Context: an optimization exercise on an open-source flow, tuned for small area, a short achievable clock period and few clock cycles per item. The choices shown serve that exercise and are no tape-out recipe.
At most, simulation tests tie the RTL to the original design; equivalence was not proved.
Only the layout flow was run in run 3; the RTL was not checked for function there.
Power and IR drop assume default switching activity.

==> design/flow/config.mk <==
export PLATFORM = sky130hd
export DESIGN_NAME = sha512_signer
export DESIGN_NICKNAME = sha512_signer
export VERILOG_FILES = /design/flow/design.v
export SDC_FILE = /design/flow/constraint.sdc
export NUM_CORES = 4
export LEC_CHECK = 0
export CAP_MARGIN = 40
export CORE_MARGIN = 2
export CORE_UTILIZATION = 40
export SLEW_MARGIN = 40
export SYNTH_MEMORY_MAX_BITS = 16384
==> design/flow/constraint.sdc <==
create_clock -name core_clock -period 11.0 [get_ports {clk}]
set_input_delay 2.2000 -clock core_clock [delete_from_list [all_inputs] [get_ports {clk}]]
set_output_delay 2.2000 -clock core_clock [all_outputs]
set_load 0.01 [all_outputs]
==> design/flow/design.v <==
module sha512_signer (
    input  wire         clk,
    input  wire         rst_n,
    input  wire [511:0] s_tdata,
    input  wire [63:0]  s_tkeep,
    input  wire [5:0]   s_tid,
    input  wire         s_tlast,
    input  wire         s_tvalid,
    output wire         s_tready,
    output wire [511:0] m_tdata,
    output wire [63:0]  m_tkeep,
    output wire [5:0]   m_tid,
    output wire         m_tlast,
    output wire         m_tvalid,
    input  wire         m_tready
);
localparam integer R  = 1;           
localparam integer NC = 80 / R;      
localparam integer CW = 7;
localparam [511:0] IV = {64'h6a09e667f3bcc908, 64'hbb67ae8584caa73b,
                         64'h3c6ef372fe94f82b, 64'ha54ff53a5f1d36f1,
                         64'h510e527fade682d1, 64'h9b05688c2b3e6c1f,
                         64'h1f83d9abfb41bd6b, 64'h5be0cd19137e2179};
function [63:0] kconst(input [6:0] n);
    case (n)
    7'd0: kconst = 64'h428a2f98d728ae22; 7'd1: kconst = 64'h7137449123ef65cd;
    7'd2: kconst = 64'hb5c0fbcfec4d3b2f; 7'd3: kconst = 64'he9b5dba58189dbbc;
    7'd4: kconst = 64'h3956c25bf348b538; 7'd5: kconst = 64'h59f111f1b605d019;
    7'd6: kconst = 64'h923f82a4af194f9b; 7'd7: kconst = 64'hab1c5ed5da6d8118;
    7'd8: kconst = 64'hd807aa98a3030242; 7'd9: kconst = 64'h12835b0145706fbe;
    7'd10: kconst = 64'h243185be4ee4b28c; 7'd11: kconst = 64'h550c7dc3d5ffb4e2;
    7'd12: kconst = 64'h72be5d74f27b896f; 7'd13: kconst = 64'h80deb1fe3b1696b1;
    7'd14: kconst = 64'h9bdc06a725c71235; 7'd15: kconst = 64'hc19bf174cf692694;
    7'd16: kconst = 64'he49b69c19ef14ad2; 7'd17: kconst = 64'hefbe4786384f25e3;
    7'd18: kconst = 64'h0fc19dc68b8cd5b5; 7'd19: kconst = 64'h240ca1cc77ac9c65;
    7'd20: kconst = 64'h2de92c6f592b0275; 7'd21: kconst = 64'h4a7484aa6ea6e483;
    7'd22: kconst = 64'h5cb0a9dcbd41fbd4; 7'd23: kconst = 64'h76f988da831153b5;
    7'd24: kconst = 64'h983e5152ee66dfab; 7'd25: kconst = 64'ha831c66d2db43210;
    7'd26: kconst = 64'hb00327c898fb213f; 7'd27: kconst = 64'hbf597fc7beef0ee4;
    7'd28: kconst = 64'hc6e00bf33da88fc2; 7'd29: kconst = 64'hd5a79147930aa725;
    7'd30: kconst = 64'h06ca6351e003826f; 7'd31: kconst = 64'h142929670a0e6e70;
    7'd32: kconst = 64'h27b70a8546d22ffc; 7'd33: kconst = 64'h2e1b21385c26c926;
    7'd34: kconst = 64'h4d2c6dfc5ac42aed; 7'd35: kconst = 64'h53380d139d95b3df;
    7'd36: kconst = 64'h650a73548baf63de; 7'd37: kconst = 64'h766a0abb3c77b2a8;
    7'd38: kconst = 64'h81c2c92e47edaee6; 7'd39: kconst = 64'h92722c851482353b;
    7'd40: kconst = 64'ha2bfe8a14cf10364; 7'd41: kconst = 64'ha81a664bbc423001;
    7'd42: kconst = 64'hc24b8b70d0f89791; 7'd43: kconst = 64'hc76c51a30654be30;
    7'd44: kconst = 64'hd192e819d6ef5218; 7'd45: kconst = 64'hd69906245565a910;
    7'd46: kconst = 64'hf40e35855771202a; 7'd47: kconst = 64'h106aa07032bbd1b8;
    7'd48: kconst = 64'h19a4c116b8d2d0c8; 7'd49: kconst = 64'h1e376c085141ab53;
    7'd50: kconst = 64'h2748774cdf8eeb99; 7'd51: kconst = 64'h34b0bcb5e19b48a8;
    7'd52: kconst = 64'h391c0cb3c5c95a63; 7'd53: kconst = 64'h4ed8aa4ae3418acb;
    7'd54: kconst = 64'h5b9cca4f7763e373; 7'd55: kconst = 64'h682e6ff3d6b2b8a3;
    7'd56: kconst = 64'h748f82ee5defb2fc; 7'd57: kconst = 64'h78a5636f43172f60;
    7'd58: kconst = 64'h84c87814a1f0ab72; 7'd59: kconst = 64'h8cc702081a6439ec;
    7'd60: kconst = 64'h90befffa23631e28; 7'd61: kconst = 64'ha4506cebde82bde9;
    7'd62: kconst = 64'hbef9a3f7b2c67915; 7'd63: kconst = 64'hc67178f2e372532b;
    7'd64: kconst = 64'hca273eceea26619c; 7'd65: kconst = 64'hd186b8c721c0c207;
    7'd66: kconst = 64'heada7dd6cde0eb1e; 7'd67: kconst = 64'hf57d4f7fee6ed178;
    7'd68: kconst = 64'h06f067aa72176fba; 7'd69: kconst = 64'h0a637dc5a2c898a6;
    7'd70: kconst = 64'h113f9804bef90dae; 7'd71: kconst = 64'h1b710b35131c471b;
    7'd72: kconst = 64'h28db77f523047d84; 7'd73: kconst = 64'h32caab7b40c72493;
    7'd74: kconst = 64'h3c9ebe0a15c9bebc; 7'd75: kconst = 64'h431d67c49c100d4c;
    7'd76: kconst = 64'h4cc5d4becb3e42b6; 7'd77: kconst = 64'h597f299cfc657e2a;
    7'd78: kconst = 64'h5fcb6fab3ad6faec; 7'd79: kconst = 64'h6c44198c4a475817;
    default: kconst = 64'h0;
    endcase
endfunction
function [63:0] rotr(input [63:0] x, input integer n);
    rotr = (x >> n) | (x << (64 - n));
endfunction
reg          run;       
reg          add;       
reg          dig;       
reg          fin;       
reg          pad;       
reg          pend;      
reg [CW-1:0] c;         
reg [3:0]    j;         
reg [3:0]    rot;       
reg [11:0]   nbeats;
reg [63:0]   w [0:15];
reg [63:0]   H [0:7];
reg [63:0]   v [0:7];   
wire ld_idle  = !run && !add && !dig;
wire want     = ld_idle || (run && !fin && c >= 7'd65) || (add && !fin);
wire aligned  = (rot == 4'd0) || (ld_idle && j == 4'd0);
wire ins_slot = want && !pend && aligned;
wire beat_end = (j[2:0] == 3'd7);                     
wire dlw      = ins_slot && beat_end;                  
wire can_ins  = ins_slot && s_tvalid;
wire adv      = run && rot == 4'd0 && (!want || can_ins);
wire data_cap = can_ins && !s_tlast && beat_end;
wire blk_full = can_ins && j == 4'd15;
assign m_tvalid = s_tvalid && (dig || pend || (dlw && !s_tlast));
assign s_tready = m_tvalid && m_tready;
assign m_tdata  = dig ? {H[0], H[1], H[2], H[3], H[4], H[5], H[6], H[7]} : s_tdata;
assign m_tkeep  = s_tkeep;
assign m_tid    = s_tid;
assign m_tlast  = s_tlast;
reg [63:0] inw;
always @(*) begin
    if (s_tlast) inw = !pad ? 64'h8000000000000000 : (j == 4'd15) ? {43'h0, nbeats, 9'h0} : 64'h0;
    else         inw = s_tdata[(7 - j[2:0]) * 64 +: 64];
end
function [127:0] csa(input [63:0] x, input [63:0] y, input [63:0] z);
    csa = {((x & y) | (x & z) | (y & z)) << 1, x ^ y ^ z};
endfunction
function [63:0] bsig0(input [63:0] x);
    bsig0 = rotr(x, 28) ^ rotr(x, 34) ^ rotr(x, 39);
endfunction
function [63:0] bsig1(input [63:0] x);
    bsig1 = rotr(x, 14) ^ rotr(x, 18) ^ rotr(x, 41);
endfunction
function [63:0] ssig0(input [63:0] x);
    ssig0 = rotr(x, 1) ^ rotr(x, 8) ^ (x >> 7);
endfunction
function [63:0] ssig1(input [63:0] x);
    ssig1 = rotr(x, 19) ^ rotr(x, 61) ^ (x >> 6);
endfunction
function [63:0] chf(input [63:0] x, input [63:0] y, input [63:0] z);
    chf = (x & y) | (~x & z);
endfunction
function [63:0] majf(input [63:0] x, input [63:0] y, input [63:0] z);
    majf = (x & y) | (x & z) | (y & z);
endfunction
wire [63:0] a0 = v[0], b0 = v[1], c0 = v[2], d0 = v[3];
wire [63:0] e0 = v[4], f0 = v[5], g0 = v[6], h0 = v[7];
wire [63:0] k0 = kconst(c);
wire [127:0] p1  = csa(h0, w[0], k0);
wire [63:0]  s1e = bsig1(e0), ch1 = chf(e0, f0, g0);
wire [63:0]  s0a = bsig0(a0), mj1 = majf(a0, b0, c0);
wire [127:0] x1  = csa(ch1, mj1, s1e);
wire [127:0] y1  = csa(p1[63:0], p1[127:64], s0a);
wire [127:0] z1  = csa(y1[63:0], y1[127:64], x1[63:0]);
wire [127:0] u1  = csa(z1[63:0], z1[127:64], x1[127:64]);
wire [63:0]  a1  = u1[63:0] + u1[127:64];
wire [127:0] q1  = csa(p1[63:0], p1[127:64], d0);
wire [127:0] r1  = csa(q1[63:0], q1[127:64], ch1);
wire [127:0] t1e = csa(r1[63:0], r1[127:64], s1e);
wire [63:0]  e1  = t1e[63:0] + t1e[127:64];
reg [63:0] nv [0:7];
always @(*) begin
    nv[0] = a1; nv[1] = a0; nv[2] = b0; nv[3] = c0;
    nv[4] = e1; nv[5] = e0; nv[6] = f0; nv[7] = g0;
end
wire [127:0] m0a = csa(ssig1(w[14]), w[9], ssig0(w[1]));
wire [127:0] m0b = csa(m0a[63:0], m0a[127:64], w[0]);
wire [63:0]  wn  = m0b[63:0] + m0b[127:64];
wire ff = add || (adv && c >= NC - 3);
reg [63:0] nH [0:7];
integer q, r;
always @(*) begin
    for (q = 0; q < 2; q = q + 1) begin
        for (r = 0; r < 4; r = r + 1) begin
            if (r < R) nH[4 * q + r] = H[4 * q + 4 - R + r] + v[4 * q + r];
            else       nH[4 * q + r] = H[4 * q + r - R];
        end
    end
end
wire dig_out = dig && s_tvalid && m_tready;
integer i;
always @(posedge clk) begin
    for (i = 0; i < 15; i = i + 1) w[i] <= w[i + 1];
    w[15] <= can_ins ? inw : adv ? wn : w[0];
    if (!rst_n) begin
        run <= 1'b0; add <= 1'b0; dig <= 1'b0; fin <= 1'b0; pad <= 1'b0;
        pend <= 1'b0; j <= 4'd0; rot <= 4'd0; nbeats <= 12'd0;
        for (i = 0; i < 8; i = i + 1) begin
            H[i] <= IV[(7 - i) * 64 +: 64];
            v[i] <= IV[(7 - i) * 64 +: 64];
        end
    end else begin
        if (can_ins && ld_idle && j == 4'd0) rot <= 4'd0;
        else if (!can_ins && !adv)          rot <= rot + 4'd1;
        if (can_ins) begin
            j <= j + 4'd1;
            if (s_tlast) pad <= 1'b1;
        end
        if (data_cap) begin
            nbeats <= nbeats + 12'd1;
            if (!m_tready) pend <= 1'b1;
        end
        if (pend && s_tvalid && m_tready) pend <= 1'b0;
        if (adv) begin
            for (i = 0; i < 8; i = i + 1) v[i] <= nv[i];
            c <= c + 1'b1;
            if (c == NC - 1) begin
                run <= 1'b0;
                add <= 1'b1;
            end
        end
        if (ff) begin
            for (i = 0; i < 8; i = i + 1) H[i] <= nH[i];
        end
        if (add) begin
            for (i = 0; i < 8; i = i + 1) v[i] <= nH[i];
            add <= 1'b0;
            if (fin) dig <= 1'b1;
        end
        if (blk_full) begin
            pad <= 1'b0;
            run <= 1'b1;
            fin <= pad || s_tlast;
            c   <= 0;
        end
        if (dig_out) begin
            dig <= 1'b0;
            fin <= 1'b0;
            nbeats <= 12'd0;
            for (i = 0; i < 8; i = i + 1) begin
                H[i] <= IV[(7 - i) * 64 +: 64];
                v[i] <= IV[(7 - i) * 64 +: 64];
            end
        end
    end
end
endmodule
==> design/flow/run.sh <==
#!/bin/bash
# synth_recipe.tcl (not shown) runs the flow's synth.tcl, then flattens the netlist and writes it again
# the make line also repeats each setting of config.mk as NAME=value (left out here)
make -C /OpenROAD-flow-scripts/flow DESIGN_CONFIG=/design/flow/config.mk WORK_HOME=/design/flow/orfs CLKGATE_MAP_FILE= SYNTH_SCRIPT=/design/flow/synth_recipe.tcl finish
==> results of run 1 <==
==> worst max path at each step <==
stage / start / end / slack, ns / cells after the start
detailed placement: rst_n / k0[7] / 3.09 / 14
CTS: s_tvalid / s_tready / 3.14 / 9
global placement: s_tvalid / k0[15] / 2.49 / 15
global route: s_tvalid / s_tready / 2.93 / 9
finish: s_tvalid / s_tready / 2.99 / 9
floorplan: v[4][2] / v[0][62] / 5.13 / 21
==> power by group <==
| group | switching, mW | internal (mW) | leakage, nW |
|---|---|---|---|
| sequential | 0.544 | 8.37 | 17.5 |
| combinational | 7.55 | 4.65 | 34.9 |
| clock | 3.45 | 4.72 | 3.84 |
==> flip-flops by register name, indices dropped and copies added, names as in the netlist <==
signal,flops
pad,1
add,1
k0,64
fin,1
v,512
H,512
rot,4
c,7
j,4
run,1
pend,1
nbeats,12
w,1024
dig,1
==> stage by stage <==
step                      utilization  total power, mW
final                           0.477             29.3
after global routing            0.477             30.4
after CTS                       0.476             28.9
after detailed placement        0.450             20.7
after global placement          0.447             20.8
after floorplan                     -             16.5
==> per-layer routing <==
layer  up-vias  wire (um)
li1      46600          -
met4        22      43800
met1     52700     249000
met3      1183      69100
met2      6236     246000
met5         -        180
==> kinds of logic after synthesis <==
group / after synthesis / synth area share
multiplexers: 779 / 0.0855
buffers and inverters: 1705 / 0.0571
adder cells (fa/ha/maj): 979 / 0.138
XOR/XNOR: 900 / 0.0666
AND/OR/NAND/NOR: 4137 / 0.146
AO/OA/AOI/OAI: 2818 / 0.143
flip-flops: 2145 / 0.363
==> cells in the final DEF (no fill, tap or decap), types with 46 or more instances in the layout <==
cell,Yosys,layout
a21oi_1,1114,1111
a211oi_1,113,112
o211ai_1,127,127
nand2_1,2501,2496
nand3_1,568,567
xor2_1,166,165
fa_1,570,570
diode_2,0,84
nor2_1,635,620
nor3_1,85,84
inv_1,730,730
mux2i_1,70,66
o21ai_0,678,670
clkbuf_8,0,46
a31oi_1,95,94
maj3_1,64,64
o21bai_1,52,52
clkbuf_16,0,232
a21o_1,199,198
buf_4,76,176
mux2_2,580,580
mux4_2,128,128
and3_1,51,51
dfxtp_1,2138,2129
clkdlybuf4s50_1,0,1031
xnor2_1,734,705
o221ai_1,64,64
nand4_1,61,61
nand2b_1,58,57
ha_1,345,342
==> layout make-up <==
type | count | area share
Antenna cell | 84 | 0.00150
Inverter | 735 | 0.0197
Clock inverter | 103 | 0.00896
Timing Repair Buffer | 1252 | 0.0884
Multi-Input combinational cell | 9613 | 0.494
Sequential cell | 2145 | 0.306
Clock buffer | 309 | 0.0467
Tap cell | 3919 | 0.0349
==> reports/results.ini, run 1 <==
[final_layout]
seqCellArea_sq_um = 43000
drive_above_1_share = 0.103
area_growth_pct = 18.6
stdcell_count = 18200
num-nets-final = 15500
fill_cells = 28500
fin_area_sq_um = 141000
multi_input_area_sq_um = 69400

[setup_path]
cp_slowest_stage_delay_ns = 0.59
rr_worst_depth = 24
critical-path-top-delay-family = simple AND/OR/NAND/NOR gates
cp-end-kind = output port
cp.required_ns = 8.80
crit_type = in2out
cp_cell_sequence = clkdlybuf4s50_1 -> nor2b_1 -> o21ai_2 -> a21o_1 -> nor2_1 -> nand2_1 -> nand2_1 -> and2_1 -> clkdlybuf4s50_1
rr_startpoint = w[0][1]
arrival_ns = 5.81
r2r_setup_slack_ns = 3.36
slowest_stage = clkdlybuf4s50_1
critPathBufInv = 2
worstPathMaxFanout = 18
r2r_end = v[4][63]
start_kind = input pin

[grt]
grt_pass1_vias = 98600
use_met2 = 0.549
overflow = 0
grt_pass1_wl_um = 821000
grt_usage = 0.391
grt_antenna_before_repair = 99
gr-max-usage-layer = met2
use_met3 = 0.108
use_met1 = 0.530
grt_max_degree = 178

[logic_synthesis]
ys_top_cells_by_count = 2501 x nand2_1, 2138 x dfxtp_1, 1114 x a21oi_1
ys_async_sr_fraction = 0
synth_edf_count = 7
yosysWarnings = 6
synth_area_leaders = dfxtp_1 36%, fa_1 9.6%, nand2_1 7.9%
syn_inst = 13500
ys_ff_latch = 2145
syn_nets = 15000
post-synth-top-count-cell = nand2_1
mappedNetlistArea_sq_um = 118000
yosysSeqAreaShare = 0.363
postSynthAreaPerCell_sq_um = 8.80
synth_top_area_share = 0.361
yosysTopAreaCell = dfxtp_1
synthFlopType = dfxtp_1
yosysUniqueCellTypes = 97

[timing]
finalHoldViolations = 0
worst-slew-pin-transition_ns = 1.04
skew_ns = 0.107
max_freq_ghz = 0.125
holdWs_ns = 0.267
setup-tns-final_ns = 0
rsz0062_at_grt = false
slew_headroom = 0.299
setup_viol = 0
period_minus_slack_ns = 8.01
fin_crit_sh = 0.728
maxSlewViolCount = 0
worst_slack_ns = 2.99

[worst_hold_path]
min_from = w[15][2]
hold-path-cell-count = 0
hp-class = reg2reg
whs_endpoint = w[14][2]

[drt]
route.detailed.drc = 0
viasPerCell = 5.88
firstDrtPassIters = 6
dr.first_iter.drc_count = 14000
totalWireLength_um = 608000
via_count = 107000
detail_route.wl_per_cell_um = 33.5
ant_nets = 0

[placement]
gp_congestion = 1.06
place_hpwl_um = 490000
port_buffers = 1031
placed_area_sq_um = 132000
dp.cells = 17700
preCtsSetupSlack_ns = 3.09

[clock_tree]
clk_pin_slew_worst_paths_ns = 0.07
cts_setup_buffers = 0
clock_latency_ns = 0.94
clkSinkCount = 2145
hold_buffers = 0
tritoncts = done
cts_resized = 0
cts_buffers = 228
cts_max_path_buffers = 4
root_buffer = clkbuf_16
htreeDepth = 4

[floorplanning]
dieArea_sq_um = 300000
core_sq_um = 294000
die_w_um = 548
ios = 1172
initial_core_util = 0.402
num_rows = 199
die_h_um = 548

[run_status]
status = complete, no violations

[pwr]
power_density_nw_per_um2 = 208
peakVddDrop_mv = 0.190
p_leak_nw = 56.3

[job]
cap_violations = 0

Testbench counts, summed over its fixed seeds: cycles 73,074, beats 1,720.
==> inputs of run 2 (changes only) <==
--- a/design/flow/design.v
+++ b/design/flow/design.v
@@ -108,2 +108,23 @@
 endfunction
+function [63:0] add64(input [63:0] x, input [63:0] y);
+    reg [63:0] g, p, gn, pn;
+    integer l, b;
+    begin
+        g = x & y;
+        p = x ^ y;
+        for (l = 0; l < 6; l = l + 1) begin
+            gn = g;
+            pn = p;
+            for (b = 0; b < 64; b = b + 1) begin
+                if (b & (1 << l)) begin
+                    gn[b] = g[b] | (p[b] & g[((b >> l) << l) - 1]);
+                    pn[b] = p[b] & p[((b >> l) << l) - 1];
+                end
+            end
+            g = gn;
+            p = pn;
+        end
+        add64 = x ^ y ^ {g[62:0], 1'b0};
+    end
+endfunction
 function [63:0] bsig0(input [63:0] x);
@@ -136,3 +157,3 @@
 wire [127:0] u1  = csa(z1[63:0], z1[127:64], x1[127:64]);
-wire [63:0]  a1  = u1[63:0] + u1[127:64];
+wire [63:0]  a1  = add64(u1[63:0], u1[127:64]);
 wire [127:0] q1  = csa(p1[63:0], p1[127:64], d0);
@@ -140,3 +161,3 @@
 wire [127:0] t1e = csa(r1[63:0], r1[127:64], s1e);
-wire [63:0]  e1  = t1e[63:0] + t1e[127:64];
+wire [63:0]  e1  = add64(t1e[63:0], t1e[127:64]);
 reg [63:0] nv [0:7];
@@ -148,3 +169,3 @@
 wire [127:0] m0b = csa(m0a[63:0], m0a[127:64], w[0]);
-wire [63:0]  wn  = m0b[63:0] + m0b[127:64];
+wire [63:0]  wn  = add64(m0b[63:0], m0b[127:64]);
 wire ff = add || (adv && c >= NC - 3);
@@ -155,3 +176,3 @@
         for (r = 0; r < 4; r = r + 1) begin
-            if (r < R) nH[4 * q + r] = H[4 * q + 4 - R + r] + v[4 * q + r];
+            if (r < R) nH[4 * q + r] = add64(H[4 * q + 4 - R + r], v[4 * q + r]);
             else       nH[4 * q + r] = H[4 * q + r - R];
--- a/design/flow/config.mk
+++ b/design/flow/config.mk
@@ -9,3 +9,4 @@
 export CORE_MARGIN = 2
-export CORE_UTILIZATION = 40
+export CORE_UTILIZATION = 50
+export SETUP_SLACK_MARGIN = 5
 export SLEW_MARGIN = 40
==> run 2 against run 1 <==
Compared with the run above: flip-flop and latch count is the same; core utilization is 12 points higher; via count down 4.3%; die area is 23% lower; global-route usage up 9.2 points; hold slack improved by 0.0089 ns; total power down 4.0%; largest cell class unchanged; critical path depth rose by 13; first-iteration DRC count up 15%; sequential share of layout area is 1.2 points higher; register-to-register slack gained 1.5 ns; area after synthesis fell by 4.1%.
==> reports/results.ini, run 2 <==
[final_layout]
top_register = w  ; unchanged
fill_cells = 19100  ; was 28500
final_common_cell = nand2_1  ; unchanged
largest_register_ff_count = 1024  ; unchanged
drive_above_1_share = 0.129  ; was 0.103
area_growth_pct = 19.5  ; was 18.6%
finish.utilization = 0.602  ; was 0.477
num-nets-final = 14500  ; was 15500
reg_top3 = w: 1024 flops, H: 512 flops, v: 512 flops  ; unchanged
mostFrequentLayoutCells = 2269 x nand2_1, 2028 x dfxtp_1, 1020 x clkdlybuf4s50_1  ; was 2496 x nand2_1, 2129 x dfxtp_1, 1111 x a21oi_1

[clock_tree]
clkSinkCount = 2145  ; unchanged
htreeDepth = 4  ; unchanged
clk_pin_slew_worst_paths_ns = 0.07  ; about the same
cts_buffers = 217  ; was 228
hold_buffers = 0  ; unchanged
root_buffer = clkbuf_16  ; unchanged
cts_max_path_buffers = 3  ; was 4
tritoncts = done  ; unchanged
clock_latency_ns = 0.96  ; was 0.94 ns

[floorplanning]
initial_core_util = 0.504  ; was 0.402
num_rows = 174  ; was 199
ios = 1172  ; unchanged
die_h_um = 481  ; was 548 um
die_w_um = 481  ; was 548 um
dieArea_sq_um = 231000  ; was 300000 sq um
core_sq_um = 225000  ; was 294000 sq um

[logic_synthesis]
synth_area_leaders = dfxtp_1 38%, fa_1 11%, nand2_1 7.5%  ; was dfxtp_1 36%, fa_1 9.6%, nand2_1 7.9%
synth_edf_count = 7  ; unchanged
syn_inst = 12400  ; was 13500
syn_nets = 14000  ; was 15000
yosysWarnings = 6  ; unchanged
mappedNetlistArea_sq_um = 114000  ; was 118000 sq um
yosysSeqAreaShare = 0.379  ; was 0.363
ys_top_cells_by_count = 2280 x nand2_1, 2138 x dfxtp_1, 984 x a21oi_1  ; was 2501 x nand2_1, 2138 x dfxtp_1, 1114 x a21oi_1
synth_top_area_share = 0.377  ; was 0.361
post-synth-top-count-cell = nand2_1  ; unchanged
ys_async_sr_fraction = 0  ; unchanged
ys_ff_latch = 2145  ; unchanged
yosysTopAreaCell = dfxtp_1  ; unchanged
synthFlopType = dfxtp_1  ; unchanged
postSynthAreaPerCell_sq_um = 9.16  ; was 8.80 sq um
yosysUniqueCellTypes = 98  ; was 97

[setup_path]
start_kind = register  ; was input pin
cp_cell_sequence = xnor2_2 -> xnor2_4 -> fa_1 -> inv_1 -> fa_1 -> inv_1 -> fa_1 -> ha_1 -> a21oi_2 -> o21ai_1 -> a22oi_2 -> a21oi_2 -> o41ai_4 -> buf_4 -> nand4b_1 -> a221o_1 -> a221o_1 -> buf_6 -> xnor2_2 -> nor2_1 -> a211oi_2 -> a211oi_2  ; was clkdlybuf4s50_1 -> nor2b_1 -> o21ai_2 -> a21o_1 -> nor2_1 -> nand2_1 -> nand2_1 -> and2_1 -> clkdlybuf4s50_1
slowest_stage = dfxtp_2  ; was clkdlybuf4s50_1
rr_worst_depth = 22  ; was 24
crit_type = reg2reg  ; was in2out
r2r_end = v[0][53]  ; was v[4][63]
worstPathMaxFanout = 7  ; was 18
cp-endpoint = v[0][53]  ; was s_tready
crit_start = v[0][48]  ; was s_tvalid
cp_slowest_stage_delay_ns = 0.52  ; was 0.59 ns
crit_top_cell = fa_1
rr_startpoint = v[0][48]  ; was w[0][1]
cp.required_ns = 11.70  ; was 8.80 ns
r2r_setup_slack_ns = 4.84  ; was 3.36 ns
cp-end-kind = register  ; was output port
arrival_ns = 6.86  ; was 5.81 ns

[timing]
fin_crit_sh = 0.560  ; was 0.728
skew_ns = 0.109  ; was 0.107 ns
setup-tns-final_ns = 0  ; unchanged
setup_viol = 0  ; unchanged
max_freq_ghz = 0.162  ; was 0.125 GHz
maxSlewViolCount = 0  ; unchanged
slew_headroom = 0.303  ; was 0.299
holdWs_ns = 0.276  ; was 0.267 ns
period_minus_slack_ns = 6.16  ; was 8.01 ns
worst-slew-pin-transition_ns = 1.02  ; was 1.04 ns
rsz0062_at_grt = true  ; was false
finalHoldViolations = 0  ; unchanged

[grt]
grt_antenna_before_repair = 92  ; was 99
grt_pass1_vias = 94600  ; was 98600
grt_pass1_wl_um = 774000  ; was 821000 um
grt_usage = 0.483  ; was 0.391
grt_max_degree = 187  ; was 178
overflow = 0  ; unchanged

[drt]
totalWireLength_um = 574000  ; was 608000 um
ant_nets = 0  ; unchanged
dr.first_iter.drc_count = 16100  ; was 14000
firstDrtPassIters = 8  ; was 6
route.detailed.drc = 0  ; unchanged
via_count = 102000  ; was 107000
detail_route.wl_per_cell_um = 35.5  ; was 33.5 um
viasPerCell = 6.32  ; was 5.88

[run_status]
status = complete, no violations  ; unchanged

[pwr]
peakVddDrop_mv = 0.201  ; was 0.190 mV
p_leak_nw = 54.6  ; was 56.3 nW
power_density_nw_per_um2 = 207  ; was 208 nW/um^2

[worst_hold_path]
hp-class = reg2reg  ; unchanged

[placement]
place_hpwl_um = 454000  ; was 490000 um
gp_congestion = 1.11  ; was 1.06
port_buffers = 1031  ; unchanged

[job]
cap_violations = 0  ; unchanged

==> run 2: cell count changes after synthesis, moves of 61 or more <==
cell      previous run  this run
a21o_1             199       123
a21oi_1           1114       984
clkbuf_1           769       697
fa_1               570       634
inv_1              730       669
nand2_1           2501      2280
o21ai_0            678       525
==> run 2: worst min-delay path by stage <==
| stage | startpoint | end | slack [ns] | depth (start not counted) |
|---|---|---|---|---|
| detailed placement | w[2][32] | w[1][32] | 0.31 | 0 |
| finish | w[8][32] | w[7][32] | 0.28 | 0 |
| floorplan | w[11][0] | w[10][0] | 0.31 | 0 |
| global route | w[8][32] | w[7][32] | 0.27 | 0 |
| global placement | w[6][3] | w[5][3] | 0.31 | 0 |
| CTS | w[13][29] | w[12][29] | 0.27 | 0 |
==> run 2: metrics by stage <==
stage               total power [mW]  std cells  cell area, sq um  setup slack [ns]
global placement                19.1      15700            125000              3.18
floorplan                       15.4      12400            114000              5.07
CTS                             27.4      16100            135000              4.83
finish                          28.1      16200            136000              4.84
global route                    29.0      16100            136000              4.80
detailed placement              19.2      15700            126000              3.47
==> run 2: critical path: cells and delay by family, from the launching register on <==
kind	cells	cell delay, ns
adder cells (fa/ha/maj)	4	1.70
flip-flops	1	0.52
XOR/XNOR	3	0.71
AND/OR/NAND/NOR	2	0.23
buffers and inverters	4	0.49
AO/OA/AOI/OAI	9	2.25
==> run 2: where the power goes <==
| part | internal (mW) | switching (mW) |
|---|---|---|
| logic | 4.41 | 6.58 |
| registers | 8.39 | 0.611 |
| clock network | 4.61 | 3.52 |
| total | 17.4 | 10.7 |
==> run 2: routing by layer <==
layer | global-route usage | wire length [um]
met4 | 0.319 | 46600
met3 | 0.214 | 90400
met2 | 0.642 | 221000
met5 | 0.0116 | 745
met1 | 0.626 | 215000
==> run 2: final cells by class <==
cell class	instances	area, sq um	share of cell area
multi-input cells	8672	65800	0.485
flip-flops and latches	2145	43200	0.319
repair buffers	1227	12400	0.0915
clock buffers	278	5960	0.0439
well taps	2992	3740	0.0276
inverters	672	2530	0.0187
clock inverters	119	1880	0.0138
diodes	49	123	0.000904
==> run 2: what timing repair did <==
action,CTS,global route
gates cloned,3,1
endpoints found under the setup margin,495,189
endpoints found under the hold margin,0,0
resized for setup,274,107
buffers inserted,28,3
pin swaps,37,15
==> run 2: cells by family after synthesis <==
logic type	Yosys count	share of synthesized area
xor+xnor	819	0.0632
simple gates	3746	0.138
fa+ha+maj	1040	0.155
buf+inv	1578	0.0556
flops	2145	0.379
compound gates	2288	0.121
mux	779	0.0891
Testbench counts of run 2, summed over its fixed seeds: cycles 73,074, beats 1,720.
==> inputs of run 3 (changes only) <==
--- a/design/flow/design.v
+++ b/design/flow/design.v
@@ -81,2 +81,4 @@
 reg [11:0]   nbeats;
+reg          ok_dat;    
+reg          ok_out;    
 reg [63:0]   w [0:15];
@@ -94,3 +96,3 @@
 wire blk_full = can_ins && j == 4'd15;
-assign m_tvalid = s_tvalid && (dig || pend || (dlw && !s_tlast));
+assign m_tvalid = s_tvalid && (ok_out || (ok_dat && !s_tlast));
 assign s_tready = m_tvalid && m_tready;
@@ -149,3 +151,3 @@
 wire [63:0] e0 = v[4], f0 = v[5], g0 = v[6], h0 = v[7];
-wire [63:0] k0 = kconst(c);
+reg  [63:0] k0;
 wire [127:0] p1  = csa(h0, w[0], k0);
@@ -182,2 +184,50 @@
 wire dig_out = dig && s_tvalid && m_tready;
+reg          run_n, add_n, dig_n, fin_n, pad_n, pend_n;
+reg [CW-1:0] c_n;
+reg [3:0]    j_n, rot_n;
+reg [11:0]   nbeats_n;
+always @(*) begin
+    run_n = run; add_n = add; dig_n = dig; fin_n = fin; pad_n = pad;
+    pend_n = pend; c_n = c; j_n = j; rot_n = rot; nbeats_n = nbeats;
+    if (can_ins && ld_idle && j == 4'd0) rot_n = 4'd0;
+    else if (!can_ins && !adv)          rot_n = rot + 4'd1;
+    if (can_ins) begin
+        j_n = j + 4'd1;
+        if (s_tlast) pad_n = 1'b1;
+    end
+    if (data_cap) begin
+        nbeats_n = nbeats + 12'd1;
+        if (!m_tready) pend_n = 1'b1;
+    end
+    if (pend && s_tvalid && m_tready) pend_n = 1'b0;
+    if (adv) begin
+        c_n = c + 1'b1;
+        if (c == NC - 1) begin
+            run_n = 1'b0;
+            add_n = 1'b1;
+        end
+    end
+    if (add) begin
+        add_n = 1'b0;
+        if (fin) dig_n = 1'b1;
+    end
+    if (blk_full) begin
+        pad_n = 1'b0;
+        run_n = 1'b1;
+        fin_n = pad || s_tlast;
+        c_n   = 0;
+    end
+    if (dig_out) begin
+        dig_n = 1'b0;
+        fin_n = 1'b0;
+        nbeats_n = 12'd0;
+    end
+    if (!rst_n) begin
+        run_n = 1'b0; add_n = 1'b0; dig_n = 1'b0; fin_n = 1'b0; pad_n = 1'b0;
+        pend_n = 1'b0; j_n = 4'd0; rot_n = 4'd0; nbeats_n = 12'd0;
+    end
+end
+wire ld_idle_n = !run_n && !add_n && !dig_n;
+wire want_n    = ld_idle_n || (run_n && !fin_n && c_n >= 7'd65) || (add_n && !fin_n);
+wire aligned_n = (rot_n == 4'd0) || (ld_idle_n && j_n == 4'd0);
 integer i;
@@ -186,5 +236,9 @@
     w[15] <= can_ins ? inw : adv ? wn : w[0];
+    if (adv)           k0 <= kconst(c + 7'd1);
+    else if (blk_full) k0 <= kconst(7'd0);
+    run <= run_n; add <= add_n; dig <= dig_n; fin <= fin_n; pad <= pad_n;
+    pend <= pend_n; c <= c_n; j <= j_n; rot <= rot_n; nbeats <= nbeats_n;
+    ok_dat <= want_n && !pend_n && aligned_n && (j_n[2:0] == 3'd7);
+    ok_out <= dig_n || pend_n;
     if (!rst_n) begin
-        run <= 1'b0; add <= 1'b0; dig <= 1'b0; fin <= 1'b0; pad <= 1'b0;
-        pend <= 1'b0; j <= 4'd0; rot <= 4'd0; nbeats <= 12'd0;
         for (i = 0; i < 8; i = i + 1) begin
@@ -194,20 +248,4 @@
     end else begin
-        if (can_ins && ld_idle && j == 4'd0) rot <= 4'd0;
-        else if (!can_ins && !adv)          rot <= rot + 4'd1;
-        if (can_ins) begin
-            j <= j + 4'd1;
-            if (s_tlast) pad <= 1'b1;
-        end
-        if (data_cap) begin
-            nbeats <= nbeats + 12'd1;
-            if (!m_tready) pend <= 1'b1;
-        end
-        if (pend && s_tvalid && m_tready) pend <= 1'b0;
         if (adv) begin
             for (i = 0; i < 8; i = i + 1) v[i] <= nv[i];
-            c <= c + 1'b1;
-            if (c == NC - 1) begin
-                run <= 1'b0;
-                add <= 1'b1;
-            end
         end
@@ -218,15 +256,4 @@
             for (i = 0; i < 8; i = i + 1) v[i] <= nH[i];
-            add <= 1'b0;
-            if (fin) dig <= 1'b1;
-        end
-        if (blk_full) begin
-            pad <= 1'b0;
-            run <= 1'b1;
-            fin <= pad || s_tlast;
-            c   <= 0;
         end
         if (dig_out) begin
-            dig <= 1'b0;
-            fin <= 1'b0;
-            nbeats <= 12'd0;
             for (i = 0; i < 8; i = i + 1) begin
==> design/flow/flow/run.sh (new file) <==
#!/bin/bash
# Standard layout with stronger timing repair and faster port buffers.
cp standard.sh standard_sh.log
cp config.mk config_mk.log
export BUFFER_PORTS_ARGS="-buffer_cell sky130_fd_sc_hd__buf_4"
export SETUP_SLACK_MARGIN=6
bash standard.sh > standard.log 2>&1
==> design/flow/standard.sh (new file) <==
#!/bin/bash
# synth_recipe.tcl (not shown) runs the flow's synth.tcl, then flattens the netlist and writes it again
# the make line also repeats each setting of config.mk as NAME=value (left out here)
make -C /OpenROAD-flow-scripts/flow DESIGN_CONFIG=/design/flow/config.mk WORK_HOME=/design/flow/orfs CLKGATE_MAP_FILE= SYNTH_SCRIPT=/design/flow/synth_recipe.tcl "${@:-finish}"
--- a/design/flow/config.mk
+++ b/design/flow/config.mk
@@ -10,3 +10,2 @@
 export CORE_UTILIZATION = 50
-export SETUP_SLACK_MARGIN = 5
 export SLEW_MARGIN = 40
removed: design/flow/run.sh
==> run 3 against run 2 <==
Compared with the run above: largest power group unchanged; maximum frequency grew 3.5%; sequential share of layout area is essentially flat; combinational power grew 13%; still clean; final area grew 2.2%; non-clock buffer count grew 144.
==> reports/results.ini, run 3 <==
[clock_tree]
htreeDepth = 4  ; unchanged
clk_pin_slew_worst_paths_ns = 0.06  ; was 0.07 ns
hold_buffers = 0  ; unchanged
root_buffer = clkbuf_16  ; unchanged
clkSinkCount = 2147  ; was 2145
cts_buffers = 210  ; was 217
tritoncts = done  ; unchanged
clock_latency_ns = 0.95  ; was 0.96 ns
cts_max_path_buffers = 3  ; unchanged

[logic_synthesis]
ys_top_cells_by_count = 2284 x nand2_1, 2083 x dfxtp_1, 992 x a21oi_1  ; was 2280 x nand2_1, 2138 x dfxtp_1, 984 x a21oi_1
yosys.area_share.xor_xnor = 0.0591  ; was 0.0632
synthMuxAreaShare = 0.0882  ; was 0.0891
synthAdderAreaFrac = 0.156  ; was 0.155
yosysWarnings = 6  ; unchanged
synth_area_leaders = dfxtp_1 36%, fa_1 11%, nand2_1 7.4%  ; was dfxtp_1 38%, fa_1 11%, nand2_1 7.5%
synth_top_family_by_area = adder cells  ; unchanged
syn_nets = 14200  ; was 14000
synth_edf_count = 64  ; was 7
synth_top_area_share = 0.361  ; was 0.377
syn_inst = 12600  ; was 12400
post-synth-top-count-cell = nand2_1  ; unchanged
postSynthAreaPerCell_sq_um = 9.16  ; about the same
yosysUniqueCellTypes = 93  ; was 98
mappedNetlistArea_sq_um = 115000  ; was 114000 sq um
synth_compound_area_frac = 0.125  ; was 0.121
ys_ff_latch = 2147  ; was 2145
yosysTopAreaCell = dfxtp_1  ; unchanged
ys_async_sr_fraction = 0  ; unchanged
synth-simple-area-share = 0.138  ; about the same
yosysSeqAreaShare = 0.378  ; was 0.379
synthFlopType = dfxtp_1  ; unchanged

[setup_path]
r2r_end = v[0][46]  ; was v[0][53]
cp-end-kind = register  ; unchanged
rr_worst_depth = 22  ; unchanged
worstPathMaxFanout = 7  ; unchanged
crit_start = v[0][52]  ; was v[0][48]
crit_type = reg2reg  ; unchanged
cp-endpoint = v[0][46]  ; was v[0][53]
cp.required_ns = 11.75  ; was 11.70 ns
arrival_ns = 6.70  ; was 6.86 ns
rr_startpoint = v[0][52]  ; was v[0][48]
r2r_setup_slack_ns = 5.05  ; was 4.84 ns
start_kind = register  ; unchanged

[grt]
grt_antenna_before_repair = 74  ; was 92
grt_pass1_wl_um = 804000  ; was 774000 um
grt_pass1_vias = 98300  ; was 94600
overflow = 0  ; unchanged
use_met1 = 0.623  ; was 0.626
grt_max_degree = 189  ; was 187
grt_usage = 0.492  ; was 0.483
gr-max-usage-layer = met2  ; unchanged
use_met2 = 0.663  ; was 0.642
use_met3 = 0.234  ; was 0.214

[pwr]
switchingPower_mw = 11.1  ; was 10.7 mW
swShare = 0.378  ; was 0.381
p_comb_frac = 0.423  ; was 0.391
power_mw = 29.3  ; was 28.1 mW
p_leak_nw = 57.5  ; was 54.6 nW
peakVddDrop_mv = 0.236  ; was 0.201 mV
clkPwrFrac = 0.266  ; was 0.289
sequentialPowerShare = 0.311  ; was 0.320
power_density_nw_per_um2 = 211  ; was 207 nW/um^2
p_int_mw = 18.2  ; was 17.4 mW

[final_layout]
top_register = w  ; unchanged
num-nets-final = 14800  ; was 14500
drive_above_1_share = 0.243  ; was 0.129
final_common_cell = nand2_1  ; unchanged
stdcell_count = 16500  ; was 16200
area_growth_pct = 20.1  ; was 19.5%
largest_register_ff_count = 1024  ; unchanged
mostFrequentLayoutCells = 2271 x nand2_1, 1842 x dfxtp_1, 1213 x buf_4  ; was 2269 x nand2_1, 2028 x dfxtp_1, 1020 x clkdlybuf4s50_1
reg_top3 = w: 1024 flops, H: 512 flops, v: 512 flops  ; unchanged
finish.utilization = 0.604  ; was 0.602

[floorplanning]
dieArea_sq_um = 235000  ; was 231000 sq um
initial_core_util = 0.502  ; was 0.504
ios = 1172  ; unchanged
die_w_um = 484  ; was 481 um
core_sq_um = 230000  ; was 225000 sq um
die_h_um = 484  ; was 481 um
num_rows = 176  ; was 174

[timing]
holdWs_ns = 0.251  ; was 0.276 ns
skew_ns = 0.112  ; was 0.109 ns
slew_headroom = 0.330  ; was 0.303
finalHoldViolations = 0  ; unchanged
period_minus_slack_ns = 5.95  ; was 6.16 ns
setup-tns-final_ns = 0  ; unchanged
max_freq_ghz = 0.168  ; was 0.162 GHz
fin_crit_sh = 0.541  ; was 0.560
rsz0062_at_grt = true  ; unchanged
maxSlewViolCount = 0  ; unchanged
worst-slew-pin-transition_ns = 1.00  ; was 1.02 ns
setup_viol = 0  ; unchanged

[drt]
detail_route.wl_per_cell_um = 36.3  ; was 35.5 um
via_count = 106000  ; was 102000
firstDrtPassIters = 10  ; was 8
totalWireLength_um = 598000  ; was 574000 um
dr.first_iter.drc_count = 15600  ; was 16100
viasPerCell = 6.41  ; was 6.32
route.detailed.drc = 0  ; unchanged
ant_nets = 0  ; unchanged

[placement]
dp.cells = 15900  ; was 15700
place_hpwl_um = 468000  ; was 454000 um
gp_congestion = 1.11  ; about the same
port_buffers = 1031  ; unchanged

[worst_hold_path]
min_from = w[12][61]  ; was w[8][32]
hp-class = reg2reg  ; unchanged

[run_status]
status = complete, no violations  ; unchanged

[job]
cap_violations = 0  ; unchanged

run 3: cell type report:
type | count | area (sq um)
antenna | 44 | 110
clock buffer | 283 | 5970
clock inverter | 105 | 1570
fill | 19000 | 91000
inverter | 705 | 2670
multi-input combinational | 8812 | 69000
sequential | 2147 | 44100
tap | 3026 | 3790
timing repair buffer | 1371 | 11400
run 3: how the worst min path moves through the flow:
stage	end	slack, ns	cells past startpoint
finish	w[11][61]	0.25	0
global route	w[11][41]	0.25	0
detailed placement	w[3][41]	0.31	0
global placement	w[14][50]	0.31	0
floorplan	w[10][0]	0.31	0
CTS	w[14][41]	0.24	0
run 3: kinds of logic (layout without fill, tap and decap cells):
group / after synthesis / count (layout)
AO/OA/AOI/OAI: 2387 / 2387
XOR/XNOR: 778 / 778
adder cells (fa/ha/maj): 1061 / 1061
buffers and inverters: 1638 / 2464
flip-flops: 2147 / 2147
multiplexers: 783 / 783
other: 0 / 44
AND/OR/NAND/NOR: 3801 / 3803
run 3: critical path, stage by stage, from the launching register on:
cell      delay, ns
dfxtp_4        0.40
xnor2_2        0.17
xnor2_2        0.37
buf_6          0.22
fa_1           0.42
fa_1           0.49
inv_1          0.05
fa_1           0.62
inv_1          0.10
ha_1           0.41
a21o_1         0.23
a21o_1         0.19
a21oi_2        0.21
or2_4          0.22
buf_4          0.14
a21oi_4        0.06
buf_6          0.13
o211ai_1       0.30
nand2_1        0.23
a211oi_1       0.31
or3_1          0.16
a21oi_1        0.07
a211o_1        0.25
run 3: timing repair:
action | CTS | global route
gates resized for setup | 676 | 408
buffers inserted | 88 | 71
cloned | 11 | 2
setup endpoints to repair | 604 | 280
pin swaps | 144 | 208
run 3: metal layers:
metal	share of wire	routed length [um]
met2	0.39	233000
met5	0.00058	347
met3	0.16	94600
met4	0.083	49600
met1	0.37	221000
run 3: power groups by stage:
stage          sequential (mW)  clock [mW]  combinational [mW]
2_1_floorplan             8.81           0                6.74
3_3_place_gp              9.17           0                9.71
3_5_place_dp              9.20           0                9.85
4_1_cts                   9.06        7.77                10.9
5_1_grt                   9.10        8.10                13.1
6_report                  9.10        7.80                12.4
run 3: per-stage QoR:
stage | instance area, sq um | setup slack (ns)
detailed placement | 125000 | 4.69
global route | 139000 | 5.02
floorplan | 115000 | 5.73
global placement | 125000 | 4.67
CTS | 136000 | 5.20
finish | 139000 | 5.05
==> inputs of run 4 (changes only) <==
--- a/design/flow/design.v
+++ b/design/flow/design.v
@@ -131,2 +131,35 @@
 endfunction
+function [63:0] add64f(input [63:0] x, input [63:0] y);
+    reg [63:0] g, p, gn, pn;
+    integer l, b, k, base, blk;
+    begin
+        g = x & y;
+        p = x ^ y;
+        for (l = 0; l < 3; l = l + 1) begin
+            gn = g;
+            pn = p;
+            blk = 1 << (2 * l);
+            for (b = 0; b < 64; b = b + 1) begin
+                k = (b >> (2 * l)) & 3;
+                base = (b >> (2 * l + 2)) << (2 * l + 2);
+                if (k >= 1) begin
+                    gn[b] = g[b] | (p[b] & g[base + k * blk - 1]);
+                    pn[b] = p[b] & p[base + k * blk - 1];
+                end
+                if (k >= 2) begin
+                    gn[b] = gn[b] | (p[b] & p[base + k * blk - 1] & g[base + (k - 1) * blk - 1]);
+                    pn[b] = pn[b] & p[base + (k - 1) * blk - 1];
+                end
+                if (k >= 3) begin
+                    gn[b] = gn[b] | (p[b] & p[base + k * blk - 1] & p[base + (k - 1) * blk - 1]
+                                     & g[base + (k - 2) * blk - 1]);
+                    pn[b] = pn[b] & p[base + (k - 2) * blk - 1];
+                end
+            end
+            g = gn;
+            p = pn;
+        end
+        add64f = x ^ y ^ {g[62:0], 1'b0};
+    end
+endfunction
 function [63:0] bsig0(input [63:0] x);
@@ -159,3 +192,3 @@
 wire [127:0] u1  = csa(z1[63:0], z1[127:64], x1[127:64]);
-wire [63:0]  a1  = add64(u1[63:0], u1[127:64]);
+wire [63:0]  a1  = add64f(u1[63:0], u1[127:64]);
 wire [127:0] q1  = csa(p1[63:0], p1[127:64], d0);
@@ -163,3 +196,3 @@
 wire [127:0] t1e = csa(r1[63:0], r1[127:64], s1e);
-wire [63:0]  e1  = add64(t1e[63:0], t1e[127:64]);
+wire [63:0]  e1  = add64f(t1e[63:0], t1e[127:64]);
 reg [63:0] nv [0:7];
@@ -242,23 +275,10 @@
     ok_out <= dig_n || pend_n;
-    if (!rst_n) begin
-        for (i = 0; i < 8; i = i + 1) begin
-            H[i] <= IV[(7 - i) * 64 +: 64];
-            v[i] <= IV[(7 - i) * 64 +: 64];
-        end
-    end else begin
-        if (adv) begin
-            for (i = 0; i < 8; i = i + 1) v[i] <= nv[i];
-        end
-        if (ff) begin
-            for (i = 0; i < 8; i = i + 1) H[i] <= nH[i];
-        end
-        if (add) begin
-            for (i = 0; i < 8; i = i + 1) v[i] <= nH[i];
-        end
-        if (dig_out) begin
-            for (i = 0; i < 8; i = i + 1) begin
-                H[i] <= IV[(7 - i) * 64 +: 64];
-                v[i] <= IV[(7 - i) * 64 +: 64];
-            end
-        end
+    for (i = 0; i < 8; i = i + 1) begin
+        if (adv && rst_n)             v[i] <= nv[i];
+        else if (!rst_n || dig_out)   v[i] <= IV[(7 - i) * 64 +: 64];
+        else if (add)                 v[i] <= nH[i];
+    end
+    for (i = 0; i < 8; i = i + 1) begin
+        if (!rst_n || dig_out)        H[i] <= IV[(7 - i) * 64 +: 64];
+        else if (ff)                  H[i] <= nH[i];
     end
==> design/flow/flow/run.sh (replaced) <==
#!/bin/bash
# The standard layout, with small fast port buffers and timing repair
# aimed below the clock period (the constraints are unchanged).
export BUFFER_PORTS_ARGS="-buffer_cell sky130_fd_sc_hd__buf_2"
export SETUP_SLACK_MARGIN=6
bash standard.sh > standard.log 2>&1
--- a/design/flow/config.mk
+++ b/design/flow/config.mk
@@ -9,3 +9,3 @@
 export CORE_MARGIN = 2
-export CORE_UTILIZATION = 50
+export CORE_UTILIZATION = 55
 export SLEW_MARGIN = 40
==> run 4 against run 3 <==
Compared with the run above: sequential power increased by 5.2%; first-iteration DRC count decreased by 2.5%; largest cell class unchanged; synthesized cell count decreased by 18%; via count decreased by 8.6%; critical endpoint is now v[0][49]; sequential share of layout area increased by 4.3 points; largest power group unchanged.
==> reports/results.ini, run 4 <==
[placement]
port_buffers = 1031  ; unchanged
dp.cells = 13400  ; was 15900
place_hpwl_um = 423000  ; was 468000 um
preCtsSetupSlack_ns = 4.16  ; was 4.69 ns
placed_area_sq_um = 120000  ; was 125000 sq um
gp_congestion = 1.11  ; about the same

[timing]
setup_viol = 0  ; unchanged
holdWs_ns = 0.261  ; was 0.251 ns
max_freq_ghz = 0.169  ; was 0.168 GHz
rsz0062_at_grt = true  ; unchanged
slew_headroom = 0.245  ; was 0.330
skew_ns = 0.0946  ; was 0.112 ns
period_minus_slack_ns = 5.91  ; was 5.95 ns
maxSlewViolCount = 0  ; unchanged
worst_slack_ns = 5.09  ; was 5.05 ns
setup-tns-final_ns = 0  ; unchanged
finalHoldViolations = 0  ; unchanged
fin_crit_sh = 0.537  ; was 0.541
worst-slew-pin-transition_ns = 1.12  ; was 1.00 ns

[pwr]
power_density_nw_per_um2 = 321  ; was 211 nW/um^2
p_leak_nw = 54.0  ; was 57.5 nW
peakVddDrop_mv = 0.480  ; was 0.236 mV
power_mw = 43.5  ; was 29.3 mW

[floorplanning]
die_h_um = 455  ; was 484 um
core_sq_um = 202000  ; was 230000 sq um
die_w_um = 455  ; was 484 um
dieArea_sq_um = 207000  ; was 235000 sq um
ios = 1172  ; unchanged
num_rows = 165  ; was 176
initial_core_util = 0.554  ; was 0.502

[final_layout]
num-nets-final = 12900  ; was 14800
final_common_cell = dfxtp_1  ; was nand2_1
fill_cells = 14200  ; was 19000
stdcell_count = 14300  ; was 16500
top_register = w  ; unchanged
multi_input_area_sq_um = 63300  ; was 69000 sq um
fin_area_sq_um = 136000  ; was 139000 sq um
mostFrequentLayoutCells = 1430 x dfxtp_1, 1252 x nand2_1, 1021 x buf_2  ; was 2271 x nand2_1, 1842 x dfxtp_1, 1213 x buf_4
drive_above_1_share = 0.298  ; was 0.243
finish.utilization = 0.670  ; was 0.604
seqCellArea_sq_um = 49100  ; was 44100 sq um
reg_top3 = w: 1024 flops, H: 512 flops, v: 512 flops  ; unchanged
area_growth_pct = 21.0  ; was 20.1%
largest_register_ff_count = 1024  ; unchanged

[setup_path]
arrival_ns = 6.57  ; was 6.70 ns
cp-end-kind = register  ; unchanged
start_kind = register  ; unchanged
worstPathMaxFanout = 4  ; was 7
crit_type = reg2reg  ; unchanged
cp.required_ns = 11.66  ; was 11.75 ns

[logic_synthesis]
synth_edf_count = 576  ; was 64
synthFlopType = dfxtp_1  ; unchanged
syn_inst = 10300  ; was 12600
post-synth-top-count-cell = dfxtp_1  ; was nand2_1
syn_nets = 11900  ; was 14200
ys_ff_latch = 2147  ; unchanged
synth_area_leaders = dfxtp_1 28%, edfxtp_1 15%, fa_1 12%  ; was dfxtp_1 36%, fa_1 11%, nand2_1 7.4%
ys_top_cells_by_count = 1571 x dfxtp_1, 1268 x nand2_1, 651 x fa_1  ; was 2284 x nand2_1, 2083 x dfxtp_1, 992 x a21oi_1
yosysSeqAreaShare = 0.435  ; was 0.378
yosysUniqueCellTypes = 92  ; was 93
postSynthAreaPerCell_sq_um = 10.9  ; was 9.16 sq um
mappedNetlistArea_sq_um = 112000  ; was 115000 sq um
ys_async_sr_fraction = 0  ; unchanged
synth_top_area_share = 0.281  ; was 0.361
yosysTopAreaCell = dfxtp_1  ; unchanged
yosysWarnings = 6  ; unchanged

[clock_tree]
htreeDepth = 4  ; unchanged
clk_pin_slew_worst_paths_ns = 0.07  ; was 0.06 ns
clock_latency_ns = 0.94  ; was 0.95 ns
tritoncts = done  ; unchanged
clkSinkCount = 2147  ; unchanged
hold_buffers = 0  ; unchanged
root_buffer = clkbuf_16  ; unchanged
cts_buffers = 207  ; was 210
cts_max_path_buffers = 3  ; unchanged

[run_status]
status = complete, no violations  ; unchanged

[grt]
grt_usage = 0.526  ; was 0.492
grt_pass1_wl_um = 750000  ; was 804000 um
grt_pass1_vias = 92400  ; was 98300
grt_max_degree = 181  ; was 189
grt_antenna_before_repair = 76  ; was 74
overflow = 0  ; unchanged

[drt]
ant_nets = 0  ; unchanged
viasPerCell = 6.78  ; was 6.41
via_count = 96600  ; was 106000
route.detailed.drc = 0  ; unchanged
totalWireLength_um = 564000  ; was 598000 um
dr.first_iter.drc_count = 15200  ; was 15600
detail_route.wl_per_cell_um = 39.6  ; was 36.3 um
firstDrtPassIters = 9  ; was 10

[job]
cap_violations = 0  ; unchanged

[worst_hold_path]
hp-class = reg2reg  ; unchanged

[run 4: cell count changes after synthesis, sizes merged, moves of 48 or more]
cell / change
o22a: +206
nor2: -260
inv: -263
dfxtp: -512
nand2: -1016
clkbuf: -122
a211oi: -48
a21oi: -386
o21ai: -221
a22o: +170
edfxtp: +512
buf: -56
nand3: -225
[run 4: power breakdown]
part / internal [mW] / total, mW / switching [mW]
Sequential: 8.83 / 9.57 / 0.745
Combinational: 11.0 / 26.1 / 15.1
Clock: 4.38 / 7.86 / 3.48
Total: 24.2 / 43.5 / 19.3
[run 4: worst paths after layout]
| kind | cells past startpoint | end | from | slack, ns |
|---|---|---|---|---|
| max | 22 | v[0][49] | v[0][48] | 5.09 |
| min reg2reg | 0 | w[6][23] | w[7][23] | 0.26 |
| max reg2reg | 22 | v[0][49] | v[0][48] | 5.09 |
| min | 0 | w[6][23] | w[7][23] | 0.26 |
[run 4: cells by family (layout without fill, tap and decap cells)]
group                      after synthesis  after routing  synth area share
DFF                                   2147           2147             0.435
adders and majority gates             1057           1057             0.160
and+or+nand+nor                       2233           2234            0.0847
buffers and inverters                 1199           2428            0.0426
AOI/OAI and AO/OA                     2093           2093             0.126
other                                    0             62                 0
xor gates and xnor gates               785            785            0.0614
muxes                                  779            779            0.0904
[run 4: cell type report]
type / instances / share of cell area
sequential: 2147 / 0.362
tap: 2672 / 0.0247
antenna: 62 / 0.00114
multi-input combinational: 6948 / 0.467
clock inverter: 115 / 0.0115
timing repair buffer: 1588 / 0.0775
inverter: 444 / 0.0123
clock buffer: 281 / 0.0441
[run 4: critical path, cell delays in order (launching register included)]
cell and delay (ns):
edfxtp_1 0.40, buf_4 0.18, xnor2_2 0.27, xnor2_1 0.18, buf_6 0.22, fa_1 0.51, fa_1 0.58, inv_1 0.06
fa_1 0.56, inv_1 0.06, ha_1 0.36, and3_2 0.25, and4_1 0.20, a32o_2 0.27, o21ai_4 0.16, buf_12 0.18
buf_6 0.12, a211oi_2 0.05, a211o_1 0.31, a21o_1 0.22, buf_4 0.15, xnor2_2 0.18, o22ai_1 0.10
[run 4: per-layer routing]
metal	GRT usage	share of wire	wire length, um
met3	0.258	0.16	92600
met4	0.399	0.097	54500
met1	0.638	0.34	193000
met2	0.712	0.40	223000
met5	0.0278	0.0012	672
[run 4: repair_timing]
item	CTS	global route
cloned	1	2
setup endpoints to repair	849	487
pin swaps	271	185
buffers inserted	302	75
resized for setup	663	331
Testbench counts of run 4, summed over its fixed seeds: cycles 73,074, beats 1,720.

## re-timing with driven ports
How much do the figures lean on ideal ports? The routed layouts below were timed once more, with nothing changed but the port constraints. Step 1, drivers: a clkbuf_16 drives clk and a buf_2 each remaining input, both assumed. Step 2 adds t to the input delays and takes it off the output delays; t is the mean of the earliest and latest rising clock arrival at the registers after step 1. Input paths then give back, and output paths get back, about the clock's delay inside the block. a / b / c = ideal / step 1 / step 2; a / b = the first two.
run	shift t [ns]	slack for setup (ns)	clock arrival spread, ns	pins driven straight from the clock port
run 1	0.989	2.995 / 2.675 / 2.510	0.111 / 0.111	1
run 2	1.017	4.841 / 4.743 / 3.726	0.110 / 0.110	1
run 3	0.996	5.050 / 5.050 / 5.039	0.125 / 0.125	1
run 4	1.010	5.091 / 5.091 / 5.091	0.102 / 0.102	1
After both steps every run listed still meets setup and hold. For run 2, which loses most, drivers alone change the setup slack by -0.098 ns; drivers and shift together by -1.115 ns.
